What follows belongs to an exercise in optimizing a design on an open flow for small area, a short achievable clock period and few clock cycles; a production flow would make more cautious choices. At most, simulation tests tie the RTL to the original design; equivalence was not proved.

==> 01-07: inputs <==
Design md5, start of the top module:
module md5(
    input clk,
    input reset_n,
    input done,
    input [63:0] pwd,
    output [127:0] hash_pwd,
    output en
);
export LEC_CHECK = 0
export ABC_AREA = 1
export CAP_MARGIN = 40
export CORE_MARGIN = 2
export CORE_UTILIZATION = 40
export PLACE_DENSITY = 0.6
export SLEW_MARGIN = 30
create_clock -name core_clock -period 16.0 [get_ports {clk}]
standard.sh (not shown) runs the stock make flow with config.mk's settings and CLKGATE_MAP_FILE= SYNTH_SCRIPT=/design/flow/synth_recipe.tcl, a recipe that flattens the netlist after the stock synthesis.
==> flow/flow/run.sh <==
#!/bin/bash
# Own flow: the standard layout (standard.sh, unchanged synthesis, SDC and
# clock period), with OpenROAD's timing repair asked to leave a larger setup
# margin than the standard settings allow, so that it works on the paths that
# set the achieved period. All tool output goes to standard.log here.
set -o pipefail
MARGIN=$(cat flow/margin.txt)
bash standard.sh SETUP_SLACK_MARGIN=$MARGIN finish > standard.log 2>&1
==> flow/flow/margin.txt <==
10
==> 11-17 (differences from 01-07) <==
==> flow/flow/run.sh (replaced) <==
#!/bin/bash
# Own flow: the standard layout (standard.sh: unchanged synthesis, SDC and
# clock period). Two settings differ from the standard ones:
#  - OpenROAD's timing repair is asked to leave a larger setup margin (in
#    flow/margin.txt) than the standard settings allow, so that it works on the
#    paths that set the achieved period;
#  - every input and output port still gets its own buffer, but a plain
#    sky130_fd_sc_hd__buf_1 instead of the delay buffer buffer_ports picks.
# All tool output goes to standard.log in this folder.
set -o pipefail
MARGIN=$(cat flow/margin.txt)
bash standard.sh SETUP_SLACK_MARGIN=$MARGIN "BUFFER_PORTS_ARGS=-buffer_cell sky130_fd_sc_hd__buf_1" finish > standard.log 2>&1
==> flow/flow/margin.txt (replaced) <==
11
==> 08-15 (differences from 01-07) <==
==> flow/flow/margin.txt (replaced) <==
11
==> results.cfg <==
[critical_path]
critPathKind = flip-flop to output port
worstPathRequired_ns = 12.80

[power]
intPower_mw = 2.05
power_frac_clock_pct = 17.1
comb_power_share_pct = 60.2

[timing]
fin_crit_sh_pct = 31.3

[hold_path]
min_to = b[3]

[run_status]
status = complete, no violations

[cells_and_area]
n_antenna_cell = 0

[place]
dp_slack_ns = 9.57
(the above is from 08-15)
==> results.cfg <==
[run_status]
status = complete, no violations

[cells_and_area]
final_common_cell = nand2_1
n_antenna_cell = 2

[hold_path]
min_to = b[0]

[power]
power_frac_clock_pct = 20.0
comb_power_share_pct = 56.5

[grt]
grt_use_met3_pct = 6.18
grt_pass1_vias = 22300

[timing]
fin_crit_sh_pct = 31.1

[critical_path]
critPathKind = flip-flop to flip-flop
worstPathRequired_ns = 16.32

[drt]
vias = 24500

[place]
dp_slack_ns = 9.95
(the above is from 11-17)
==> results.cfg <==
[cells_and_area]
seq_cell_count = 243
n_antenna_cell = 3

[critical_path]
r2r_start = cnt[0]
worstPathRequired_ns = 16.32
critical_path.startpoint = cnt[0]
critPathKind = flip-flop to flip-flop

[cts]
postCtsSetupBuffers = 4

[power]
comb_power_share_pct = 55.0
power_frac_clock_pct = 20.1

[drt]
drt-met1-wl_um = 44000

[place]
dp_slack_ns = 9.65

[run_status]
status = complete, no violations

[timing]
fin_crit_sh_pct = 35.6
(the above is from 01-07)
Function was not checked in any run of this note: the RTL went through the layout flow alone.

* * *

==> delta: inputs <==
md5, a different RTL version from the one above (not shown whole).
Settings: LEC_CHECK=0, ABC_AREA=1, CAP_MARGIN=40, CORE_MARGIN=2, CORE_UTILIZATION=40, PLACE_DENSITY=0.6, SLEW_MARGIN=30; clock period 16.0 ns.
==> flow/flow/run.sh <==
#!/bin/bash
# Own flow: the standard layout (standard.sh: unchanged synthesis, SDC and
# clock period). Two settings differ from the standard ones:
#  - OpenROAD's timing repair is asked to leave a larger setup margin (in
#    flow/margin.txt) than the standard settings allow, so that it works on the
#    paths that set the achieved period;
#  - every input and output port still gets its own buffer, but a plain
#    sky130_fd_sc_hd__buf_1 instead of the delay buffer buffer_ports picks.
# All tool output goes to standard.log in this folder.
set -o pipefail
MARGIN=$(cat flow/margin.txt)
bash standard.sh SETUP_SLACK_MARGIN=$MARGIN "BUFFER_PORTS_ARGS=-buffer_cell sky130_fd_sc_hd__buf_1" finish > standard.log 2>&1
==> flow/flow/margin.txt <==
11
==> tundra: changes against delta <==
--- a/flow/design.v
+++ b/flow/design.v
@@ -7,34 +7,34 @@
     output en
 );
 reg [31:0] p, b, c, d;
 reg [6:0] cnt;
 reg en_r;
 wire job = reset_n & done;
 wire [6:0] cnt_s = (cnt == 7'd68) ? cnt : cnt + 7'd1;
 wire [6:0] cnt_n = job ? cnt_s : 7'd0;
-reg ld, hold, run;
+reg ld, hold, zb;
 reg [4:0] rf_n;    
 reg [3:0] rj;      
 reg [3:0] rt;      
 always @(*) begin
     rf_n = 5'd0;
     if (cnt_s == 7'd1) rf_n = 5'd16;
     if (cnt_s >= 7'd2 && cnt_s <= 7'd16) rf_n = 5'd1;
     if (cnt_s >= 7'd17 && cnt_s <= 7'd32) rf_n = 5'd2;
     if (cnt_s >= 7'd33 && cnt_s <= 7'd48) rf_n = 5'd4;
     if (cnt_s >= 7'd49 && cnt_s <= 7'd64) rf_n = 5'd8;
 end
 always @(posedge clk) begin
     ld <= !job;
     hold <= (cnt_s == 7'd68);
-    run <= (cnt_s >= 7'd1) && (cnt_s <= 7'd64);
+    zb <= (cnt_s >= 7'd65) && (cnt_s <= 7'd67);
     rj <= 4'd0; rt <= 4'd0;
-    case (cnt_s)
+    if (job) case (cnt_s)
         7'd1: begin rj <= 4'd1; rt <= 4'd8; end
         7'd2: begin rj <= 4'd2; rt <= 4'd8; end
         7'd3: begin rj <= 4'd4; rt <= 4'd8; end
         7'd4: begin rj <= 4'd8; rt <= 4'd4; end
         7'd5: begin rj <= 4'd1; rt <= 4'd8; end
         7'd6: begin rj <= 4'd2; rt <= 4'd8; end
         7'd7: begin rj <= 4'd4; rt <= 4'd8; end
         7'd8: begin rj <= 4'd8; rt <= 4'd4; end
@@ -165,34 +165,34 @@
                | ({32{rt[1]}} & {w[30:0], w[31]})
                | ({32{rt[2]}} & {w[29:0], w[31:30]})
                | ({32{rt[3]}} & {w[28:0], w[31:29]});
 wire [31:0] r = ({32{rj[0]}} & {wt[27:0], wt[31:28]})
               | ({32{rj[1]}} & {wt[22:0], wt[31:23]})
               | ({32{rj[2]}} & {wt[17:0], wt[31:18]})
               | ({32{rj[3]}} & {wt[11:0], wt[31:12]});
 wire [31:0] b_next;
-md5_addb u_addb (.x({32{run}} & b), .y(r), .s(b_next));
+wire [31:0] b_in = ld ? 32'hefcdab89 : zb ? 32'd0 : b;
+md5_addb u_addb (.x(b_in), .y(r), .s(b_next));
 always @(posedge clk) begin
     cnt <= cnt_n;
     en_r <= job && (cnt == 7'd67 || cnt == 7'd68);
 end
 always @(posedge clk) begin
     if (ld) begin
         p <= pwd[63:32];
-        b <= 32'hefcdab89;
         c <= c_d;
         d <= d_d;
     end else if (!hold) begin
         p <= p_next;
-        b <= b_next;
         c <= c_d;
         d <= d_d;
     end
 end
+always @(posedge clk) b <= b_next;
 function [31:0] bswap(input [31:0] v);
     bswap = {v[7:0], v[15:8], v[23:16], v[31:24]};
 endfunction
 assign en = en_r;
 assign hash_pwd = {bswap({d[6:0], d[31:7]}), bswap(p),
                    bswap({b[16:0], b[31:17]}), bswap({c[11:0], c[31:12]})};
 endmodule
 module md5_addp(input [31:0] x, input [31:0] y, input [31:0] z, output [31:0] s);
==> summary of the runs <==
Global-route usage: delta is lower than tundra (0.18 points). Of tundra and delta, delta has the higher core utilization (gap 1.1 points). Sequential cell count is the same in delta and tundra. Against delta, the cell count of tundra is larger by about 4.6%. Between delta and tundra, the lower clock skew is in tundra (gap 0.0022 ns). Setup slack: delta is higher than tundra (0.013 ns). In tundra the wire length is higher than in delta, by 3.1%. In tundra the die area is larger than in delta, by 1.6%. Of delta and tundra, tundra has the higher synthesized cell count (gap 6.1%, measured against tundra). Of delta and tundra, tundra has the higher synthesized area (gap about 1.6%, measured against tundra).
Testbench counts of delta, summed over its fixed seeds: cycles 26,872.
Function not checked in tundra: the RTL went through the layout flow alone.

* * *

==> inputs of sierra <==
md5, a different RTL version from the one above (not shown whole).
==> flow/config.mk <==
export PLATFORM = sky130hd
export DESIGN_NAME = md5
export DESIGN_NICKNAME = md5
export VERILOG_FILES = /design/flow/design.v
export SDC_FILE = /design/flow/constraint.sdc
export NUM_CORES = 4
export LEC_CHECK = 0
export ABC_AREA = 1
export CAP_MARGIN = 40
export CORE_MARGIN = 2
export CORE_UTILIZATION = 25
export PLACE_DENSITY = 0.45
export SLEW_MARGIN = 30
==> flow/constraint.sdc <==
create_clock -name core_clock -period 16.0 [get_ports {clk}]
set_input_delay 3.2000 -clock core_clock [delete_from_list [all_inputs] [get_ports {clk}]]
set_output_delay 3.2000 -clock core_clock [all_outputs]
set_load 0.01 [all_outputs]
==> flow/flow/margin.txt <==
11.5
Scripts as last shown in full above: flow/flow/run.sh
==> cedar (differences from sierra) <==
--- a/flow/config.mk
+++ b/flow/config.mk
@@ -10,4 +10,4 @@
 export CORE_MARGIN = 2
-export CORE_UTILIZATION = 25
-export PLACE_DENSITY = 0.45
+export CORE_UTILIZATION = 40
+export PLACE_DENSITY = 0.6
 export SLEW_MARGIN = 30
==> nickel (differences from sierra) <==
==> flow/flow/margin.txt (replaced) <==
11
--- a/flow/config.mk
+++ b/flow/config.mk
@@ -10,4 +10,4 @@
 export CORE_MARGIN = 2
-export CORE_UTILIZATION = 25
-export PLACE_DENSITY = 0.45
+export CORE_UTILIZATION = 40
+export PLACE_DENSITY = 0.6
 export SLEW_MARGIN = 30
==> comparison <==
In sequential cell count, cedar and nickel do not differ.
Between sierra and cedar, the lower via count is in sierra (gap about 2.3%, measured against cedar).
Against cedar, the first-iteration DRC count of sierra is lower by 22%.
In nickel the critical path depth is higher than in cedar, by 22.
Non-clock buffer count, highest first: sierra, cedar, nickel.
The highest utilization belongs to cedar, the lowest to sierra.
Clock skew: cedar > nickel > sierra.
Synthesized area is the same in nickel and cedar.
Synthesized cell count is the same in nickel and sierra.
Hold slack: cedar < nickel < sierra.
Of nickel and sierra, sierra has the higher worst setup slack (gap 0.22 ns).
nickel completed without violations. cedar finished clean. sierra completed without violations.
Testbench counts of sierra, summed over its fixed seeds: cycles 26,872.
Testbench counts of cedar, summed over its fixed seeds: cycles 26,872.
Testbench counts of nickel, summed over its fixed seeds: cycles 26,872.

static timing again, ports no longer ideal:
Ports are ideal in the flow. The routed layouts listed here were re-timed in OpenROAD.
Step 1 (the two cells are an assumption about what drives the block):
set clk [get_ports {clk}]
set_driving_cell -lib_cell sky130_fd_sc_hd__clkbuf_16 $clk
set_driving_cell -lib_cell sky130_fd_sc_hd__buf_2 [delete_from_list [all_inputs] $clk]
Step 2 moves the port delays by t, midway between the first and last clock arrival at a register: inputs arrive t later, outputs are due t later. That takes back most of the time a late clock gives input paths.
a / b / c = ideal ports / drivers / drivers and shift; a / b = the first two.
| run | shift t [ns] | setup slack, ns | slew at the worst register clock pin (ns) |
|---|---|---|---|
| 01-07 | 0.643 | 10.306 / 10.306 / 10.306 | 0.06 / 0.06 |
| 11-17 | 0.669 | 11.024 / 11.024 / 11.024 | 0.07 / 0.07 |
| 08-15 | 0.624 | 10.992 / 10.933 / 11.011 | 0.07 / 0.07 |
| delta | 0.613 | 11.183 / 11.183 / 11.183 | 0.07 / 0.07 |
| tundra | 0.627 | 11.170 / 11.170 / 11.170 | 0.06 / 0.06 |
| sierra | 0.640 | 11.444 / 11.379 / 11.537 | 0.07 / 0.07 |
| cedar | 0.633 | 11.416 / 11.350 / 11.391 | 0.07 / 0.07 |
| nickel | 0.627 | 11.225 / 11.225 / 11.225 | 0.07 / 0.07 |
After both steps every run listed still meets setup and hold. The setup slack of cedar, which loses most, moves by -0.066 ns with the drivers and by -0.025 ns with both steps.
